Context: an optimization exercise on an open-source flow, tuned for small area and a short achievable clock period. The choices shown serve that exercise and are no tape-out recipe. Power and IR drop assume default switching activity.

==> run R <==
Design alu, start of the top module:
module alu # ( parameter WIDTH = 16, CMD_WIDTH = 4 ) (
	input clk, rst,
	input CE,
	input CIN,
	input mode,
	input [1:0] INP_INVALID,
	input [ CMD_WIDTH-1 :0] CMD,
	input [ WIDTH-1 :0] opa,
	input [ WIDTH-1 :0] opb,
	output reg ERR, OFLOW, g , l, e, cout,
	output reg [ 2 * WIDTH :0] RES
);
    wire [15:0] a = opa;
    wire [15:0] b = opb;
    wire v11 = INP_INVALID == 2'b11;
    wire v10 = INP_INVALID == 2'b10;
    wire v01 = INP_INVALID == 2'b01;
    wire v00 = INP_INVALID == 2'b00;
    wire ar  = mode;
    wire lo  = ~mode;
    wire op_add  = ar & v11 & (CMD == 4'd0);
    wire op_sub  = ar & v11 & (CMD == 4'd1);
    wire op_addc = ar & v11 & (CMD == 4'd2);
    wire op_subc = ar & v11 & (CMD == 4'd3);
    wire op_cmp  = ar & v11 & (CMD == 4'd8);
    wire op_amul = ar & v11 & (CMD == 4'd9);
    wire op_smul = ar & v11 & (CMD == 4'd10);
    wire op_adds = ar & v11 & (CMD == 4'd11);
    wire op_subs = ar & v11 & (CMD == 4'd12);
    wire op_inca = ar & v10 & (CMD == 4'd4);
    wire op_deca = ar & v10 & (CMD == 4'd6);
    wire op_incb = ar & v01 & (CMD == 4'd5);
    wire op_decb = ar & v01 & (CMD == 4'd7);
    wire op_nop  = ar & v00;                
    wire op_and  = lo & v11 & (CMD == 4'd0);
    wire op_nand = lo & v11 & (CMD == 4'd1);
    wire op_or   = lo & v11 & (CMD == 4'd2);
    wire op_nor  = lo & v11 & (CMD == 4'd3);
    wire op_xor  = lo & v11 & (CMD == 4'd4);
    wire op_xnor = lo & v11 & (CMD == 4'd5);
    wire op_rol  = lo & v11 & (CMD == 4'd12);
    wire op_ror  = lo & v11 & (CMD == 4'd13);
    wire op_nota = lo & v10 & (CMD == 4'd6);
    wire op_shra = lo & v10 & (CMD == 4'd8);
    wire op_shla = lo & v10 & (CMD == 4'd9);
    wire op_notb = lo & v01 & (CMD == 4'd7);
    wire op_shrb = lo & v01 & (CMD == 4'd10);
    wire op_shlb = lo & v01 & (CMD == 4'd11);
    wire op_sig  = op_adds | op_subs;
    wire op_mul  = op_amul | op_smul;
    wire op_shq  = op_rol | op_ror | op_shla | op_shra;
    wire op_addt = op_add | op_sub | op_addc | op_subc | op_inca | op_deca |
                   op_incb | op_decb | op_sig;
    wire op_ext  = op_sub | op_subc | op_deca | op_decb | op_sig;
    wire op_lut  = op_and | op_nand | op_or | op_nor | op_xor | op_xnor | op_nota | op_notb;
  ...
==> flow/config.mk <==
export PLATFORM = sky130hd
export DESIGN_NAME = alu
export DESIGN_NICKNAME = alu
export VERILOG_FILES = /design/flow/design.v
export SDC_FILE = /design/flow/constraint.sdc
export NUM_CORES = 4
export LEC_CHECK = 0
export ABC_AREA = 1
export CAP_MARGIN = 20
export CORE_MARGIN = 2
export CORE_UTILIZATION = 40
export GPL_TIMING_DRIVEN = 0
export SLEW_MARGIN = 20
==> flow/constraint.sdc <==
create_clock -name core_clock -period 9.0 [get_ports {clk}]
set_input_delay 1.8000 -clock core_clock [delete_from_list [all_inputs] [get_ports {clk}]]
set_output_delay 1.8000 -clock core_clock [all_outputs]
set_load 0.01 [all_outputs]
standard.sh (not shown) runs the stock make flow with config.mk's settings and CLKGATE_MAP_FILE= SYNTH_SCRIPT=/design/flow/synth_recipe.tcl, a recipe that flattens the netlist after the stock synthesis.
==> flow/flow/run.sh <==
#!/bin/bash
# The standard layout (the standard.sh, all of its steps), with two changes:
#  - synthesis: Yosys's synth command also gets -noabc, so its quick generic
#    ABC pass does not rewrite the full adders before extract_fa maps them (that
#    pass leaves an inverter between most pairs of adder cells).  The rest of
#    the synthesis script is synth_recipe.tcl unchanged (-nofsm -noshare,
#    flatten, renames), and ORFS's own ABC mapping still runs afterwards.
#  - placement: buffer_ports uses sky130_fd_sc_hd__buf_1 for the port buffers
#    instead of the delay cell it picks by default; every input and output port
#    still gets its own buffer.
# The make output is kept in standard.log.
set -euo pipefail
{
  echo 'proc synth {args} { yosys synth -nofsm -noshare -noabc {*}$args }'
  tail -n +2 synth_recipe.tcl
} > synth_noabc.tcl
bash standard.sh SYNTH_SCRIPT="$PWD/synth_noabc.tcl" \
  BUFFER_PORTS_ARGS="-buffer_cell sky130_fd_sc_hd__buf_1" finish > standard.log 2>&1
==> run E: changes against run R <==
--- a/flow/design.v
+++ b/flow/design.v
@@ -55,15 +55,15 @@
     wire op_lut  = op_and | op_nand | op_or | op_nor | op_xor | op_xnor | op_nota | op_notb;
     wire op_ok   = op_addt | op_cmp | op_mul | op_nop | op_lut | op_shq | op_shrb | op_shlb;
     wire op_err  = ~op_ok;
     wire [15:0] dec = 16'd1 << b[3:0];
     wire [15:0] dec_r = {dec[1], dec[2], dec[3], dec[4], dec[5], dec[6], dec[7], dec[8],
                          dec[9], dec[10], dec[11], dec[12], dec[13], dec[14], dec[15], dec[0]};
-    wire gm = ~mode | (CMD[3] & ~CMD[2] & (CMD[1] ^ CMD[0]));
-    wire [15:0] m  = (CMD[1] ? {a[14:0], 1'b0} : a) & {16{gm}};
-    wire [15:0] q  = mode ? b : (CMD[0] ? dec_r : dec);
+    wire gmul = CMD[3] & ~CMD[2] & (CMD[1] ^ CMD[0]);
+    wire [15:0] m  = CMD[1] ? {a[14:0], 1'b0} : a;
+    wire [15:0] q  = mode ? ({16{gmul}} & b) : (CMD[0] ? dec_r : dec);
     wire ena  = op_add | op_sub | op_addc | op_subc | op_cmp | op_amul | op_sig | op_inca | op_deca;
     wire enb1 = op_incb | op_decb;
     wire enb2 = op_add | op_sub | op_addc | op_subc | op_cmp | op_amul | op_sig;
     wire inv  = op_sub | op_subc | op_cmp | op_subs | op_deca | op_decb;
     wire [15:0] r1 = ({16{ena}} & a) | ({16{enb1}} & b);
     wire [15:0] r2 = ({16{enb2}} & b) ^ {16{inv}};
@@ -1039,19 +1039,23 @@
   assign p[27] = pp0[27] ^ g663;
   assign p[28] = pp0[28] ^ g665;
   assign p[29] = pp0[29] ^ g667;
   assign p[30] = pp0[30] ^ g669;
   assign p[31] = pp0[31] ^ g671;
   assign p[32] = pp0[32] ^ g673;
-    wire z = ~|p[15:0];
+    wire [15:0] zt = {r1[14:0] | r2[14:0], cin};
+    wire z = &(~(r1 ^ r2 ^ zt));
     wire t00 = op_nand | op_nor | op_xnor | op_nota | op_notb;
     wire t01 = op_nand | op_or  | op_xor  | op_nota;
     wire t10 = op_nand | op_or  | op_xor  | op_notb;
     wire t11 = op_and  | op_or  | op_xnor;
-    wire [15:0] lut = ({16{t00}} & ~a & ~b) | ({16{t01}} & ~a & b) |
-                      ({16{t10}} & a & ~b) | ({16{t11}} & a & b);
+    wire [15:0] lut;
+    genvar gi;
+    generate for (gi = 0; gi < 16; gi = gi + 1) begin : g_lut
+        assign lut[gi] = a[gi] ? (b[gi] ? t11 : t10) : (b[gi] ? t01 : t00);
+    end endgenerate
     wire sel_p  = op_addt | op_mul;
     wire sel_lo = sel_p | op_rol | op_ror;
     wire sel_hi = op_rol | op_ror;
     wire [15:0] res_lo = ({16{sel_lo}} & p[15:0]) | ({16{sel_hi}} & p[31:16]) | lut |
                          ({16{op_shla}} & {a[14:0], 1'b0}) | ({16{op_shra}} & {1'b0, a[15:1]}) |
                          ({16{op_shlb}} & {b[14:0], 1'b0}) | ({16{op_shrb}} & {1'b0, b[15:1]});
==> flow/run.sh (new file) <==
#!/bin/bash
# synth_recipe.tcl (not shown) runs the flow's synth.tcl, then flattens the netlist and writes it again
# the make line also repeats each setting of config.mk as NAME=value (left out here)
make -C /OpenROAD-flow-scripts/flow DESIGN_CONFIG=/design/flow/config.mk WORK_HOME=/design/flow/orfs CLKGATE_MAP_FILE= SYNTH_SCRIPT=/design/flow/synth_recipe.tcl finish
- ABC_AREA: 1 -> default
removed: flow/flow/run.sh
removed: flow/standard.sh
==> notes <==
Against run E, the clock power of run R is smaller by about 15%.
Global-route usage: run R is lower than run E (0.46 points).
Between run E and run R, the lower clock-buffer cell count is in run E (gap 1).
Against run R, the register-to-register slack of run E is worse by 0.08 ns.
Between run E and run R, the lower first-iteration DRC count is in run E (gap about 9%, measured against run R).
Between run R and run E, the lower die area is in run R (gap about 7%, measured against run E).
Against run E, the worst hold slack of run R is worse by 0.0027 ns.
Critical path depth: run R is higher than run E (6).
Between run R and run E, the lower sequential share of layout area is in run E (gap 1.1 points).
Against run E, the maximum frequency of run R is larger by about 1.1%.
Against run R, the cell count of run E is lower by 1.7%.
No run of this note included a check of the RTL's function; only the layout flow was run.

==> job 6743: inputs <==
alu with an RTL version that a note above also has.
Settings: LEC_CHECK=0, ABC_AREA=1, CAP_MARGIN=20, CORE_MARGIN=2, CORE_UTILIZATION=40, GPL_TIMING_DRIVEN=0, SLEW_MARGIN=20; clock period 9.0 ns.
run.sh (not shown) runs the stock make flow with config.mk's settings and CLKGATE_MAP_FILE= SYNTH_SCRIPT=/design/flow/synth_recipe.tcl, a recipe that flattens the netlist after the stock synthesis.
Stock flow here: none of the scripts above is used.
==> job 3080: changes against job 6743 <==
--- a/flow/design.v
+++ b/flow/design.v
@@ -1039,23 +1039,19 @@
   assign p[27] = pp0[27] ^ g663;
   assign p[28] = pp0[28] ^ g665;
   assign p[29] = pp0[29] ^ g667;
   assign p[30] = pp0[30] ^ g669;
   assign p[31] = pp0[31] ^ g671;
   assign p[32] = pp0[32] ^ g673;
-    wire [15:0] zt = {r1[14:0] | r2[14:0], cin};
-    wire z = &(~(r1 ^ r2 ^ zt));
+    wire z = ~|p[15:0];
     wire t00 = op_nand | op_nor | op_xnor | op_nota | op_notb;
     wire t01 = op_nand | op_or  | op_xor  | op_nota;
     wire t10 = op_nand | op_or  | op_xor  | op_notb;
     wire t11 = op_and  | op_or  | op_xnor;
-    wire [15:0] lut;
-    genvar gi;
-    generate for (gi = 0; gi < 16; gi = gi + 1) begin : g_lut
-        assign lut[gi] = a[gi] ? (b[gi] ? t11 : t10) : (b[gi] ? t01 : t00);
-    end endgenerate
+    wire [15:0] lut = ({16{t00}} & ~a & ~b) | ({16{t01}} & ~a & b) |
+                      ({16{t10}} & a & ~b) | ({16{t11}} & a & b);
     wire sel_p  = op_addt | op_mul;
     wire sel_lo = sel_p | op_rol | op_ror;
     wire sel_hi = op_rol | op_ror;
     wire [15:0] res_lo = ({16{sel_lo}} & p[15:0]) | ({16{sel_hi}} & p[31:16]) | lut |
                          ({16{op_shla}} & {a[14:0], 1'b0}) | ({16{op_shra}} & {1'b0, a[15:1]}) |
                          ({16{op_shlb}} & {b[14:0], 1'b0}) | ({16{op_shrb}} & {1'b0, b[15:1]});
==> flow/flow/run.sh (new file) <==
#!/bin/bash
# The standard layout (the standard.sh, all of its steps), with two changes:
#  - synthesis: Yosys's synth command also gets -noabc, so its quick generic
#    ABC pass does not rewrite the full adders before extract_fa maps them (that
#    pass leaves an inverter between most pairs of adder cells).  The rest of
#    the synthesis script is synth_recipe.tcl unchanged (-nofsm -noshare,
#    flatten, renames), and ORFS's own ABC mapping still runs afterwards.
#  - placement: buffer_ports uses sky130_fd_sc_hd__buf_1 for the port buffers
#    instead of the delay cell it picks by default; every input and output port
#    still gets its own buffer.
# The make output is kept in standard.log.
set -euo pipefail
{
  echo 'proc synth {args} { yosys synth -nofsm -noshare -noabc {*}$args }'
  tail -n +2 synth_recipe.tcl
} > synth_noabc.tcl
bash standard.sh SYNTH_SCRIPT="$PWD/synth_noabc.tcl" \
  BUFFER_PORTS_ARGS="-buffer_cell sky130_fd_sc_hd__buf_1" finish > standard.log 2>&1
==> flow/standard.sh (new file) <==
#!/bin/bash
# synth_recipe.tcl (not shown) runs the flow's synth.tcl, then flattens the netlist and writes it again
# the make line also repeats each setting of config.mk as NAME=value (left out here)
make -C /OpenROAD-flow-scripts/flow DESIGN_CONFIG=/design/flow/config.mk WORK_HOME=/design/flow/orfs CLKGATE_MAP_FILE= SYNTH_SCRIPT=/design/flow/synth_recipe.tcl "${@:-finish}"
removed: flow/run.sh
==> summary.md <==
| Metric | Value |
|---|---|
| Status | `no timing/DRC/antenna violations` |
| Area of the multi-input gates | `10500 sq um` |
| Final std cells w/o fill | `approximately 2100` |
| Cells after Synth | `~1600` |
| VDD IR max | `about 130 uV` |
| Simple-gate area share of the yosys netlist | `around 30%` |
| Layout cells sized above 1 | `roughly 7.4%` |
| Fmax | `~0.11 GHz` |
| Worst skew pair latency | `around 300 ps` |
| Crit path DAT | `about 8900 ps` |
# the run above: job 3080

==> summary.md <==
| Metric | Value |
|---|---|
| Status | `no timing/DRC/antenna violations` |
| VDD IR max | `212.6 uV` |
| Fmax | `approximately 0.11 GHz` |
| Area of the multi-input gates | `~11000 sq um` |
| Layout cells sized above 1 | `roughly 6.9%` |
| Met1 wire length | `21690 um` |
| Worst skew pair latency | `280 ps` |
| Simple-gate area share of the yosys netlist | `24.01%` |
| Cells after Synth | `approximately 1900` |
# the run above: job 6743

Function was not checked in any run of this note: the RTL went through the layout flow alone.

-- re-timing with driven ports --
Ports are ideal in the flow. The routed layouts listed here were re-timed in OpenROAD. Step 1: set_driving_cell puts a clkbuf_16 on clk and a buf_2 on each other input, an assumption about the parent block. Step 2, shift: input delay + t, output delay - t, t = (earliest + latest rising clock arrival at the registers) / 2. This alone moves slack from input paths to output paths. Three values: ideal, step 1, step 2; two values: the first two.
run	t (ns)	setup slack, ns	worst setup path after step 2	worst slew at a driven data input, ns
run R	0.321	0.235 / 0.248 / -0.073	input to register	0.04
run E	0.321	0.137 / 0.146 / -0.175	input to register	0.07
job 6743	0.312	0.160 / 0.166 / -0.146	input to register	0.07
job 3080	0.337	0.264 / 0.284 / -0.052	input to register	0.06
With both steps, setup timing fails in every run listed, where it was met with ideal ports. The setup slack of job 3080, which loses most, moves by +0.020 ns with the drivers and by -0.316 ns with both steps.
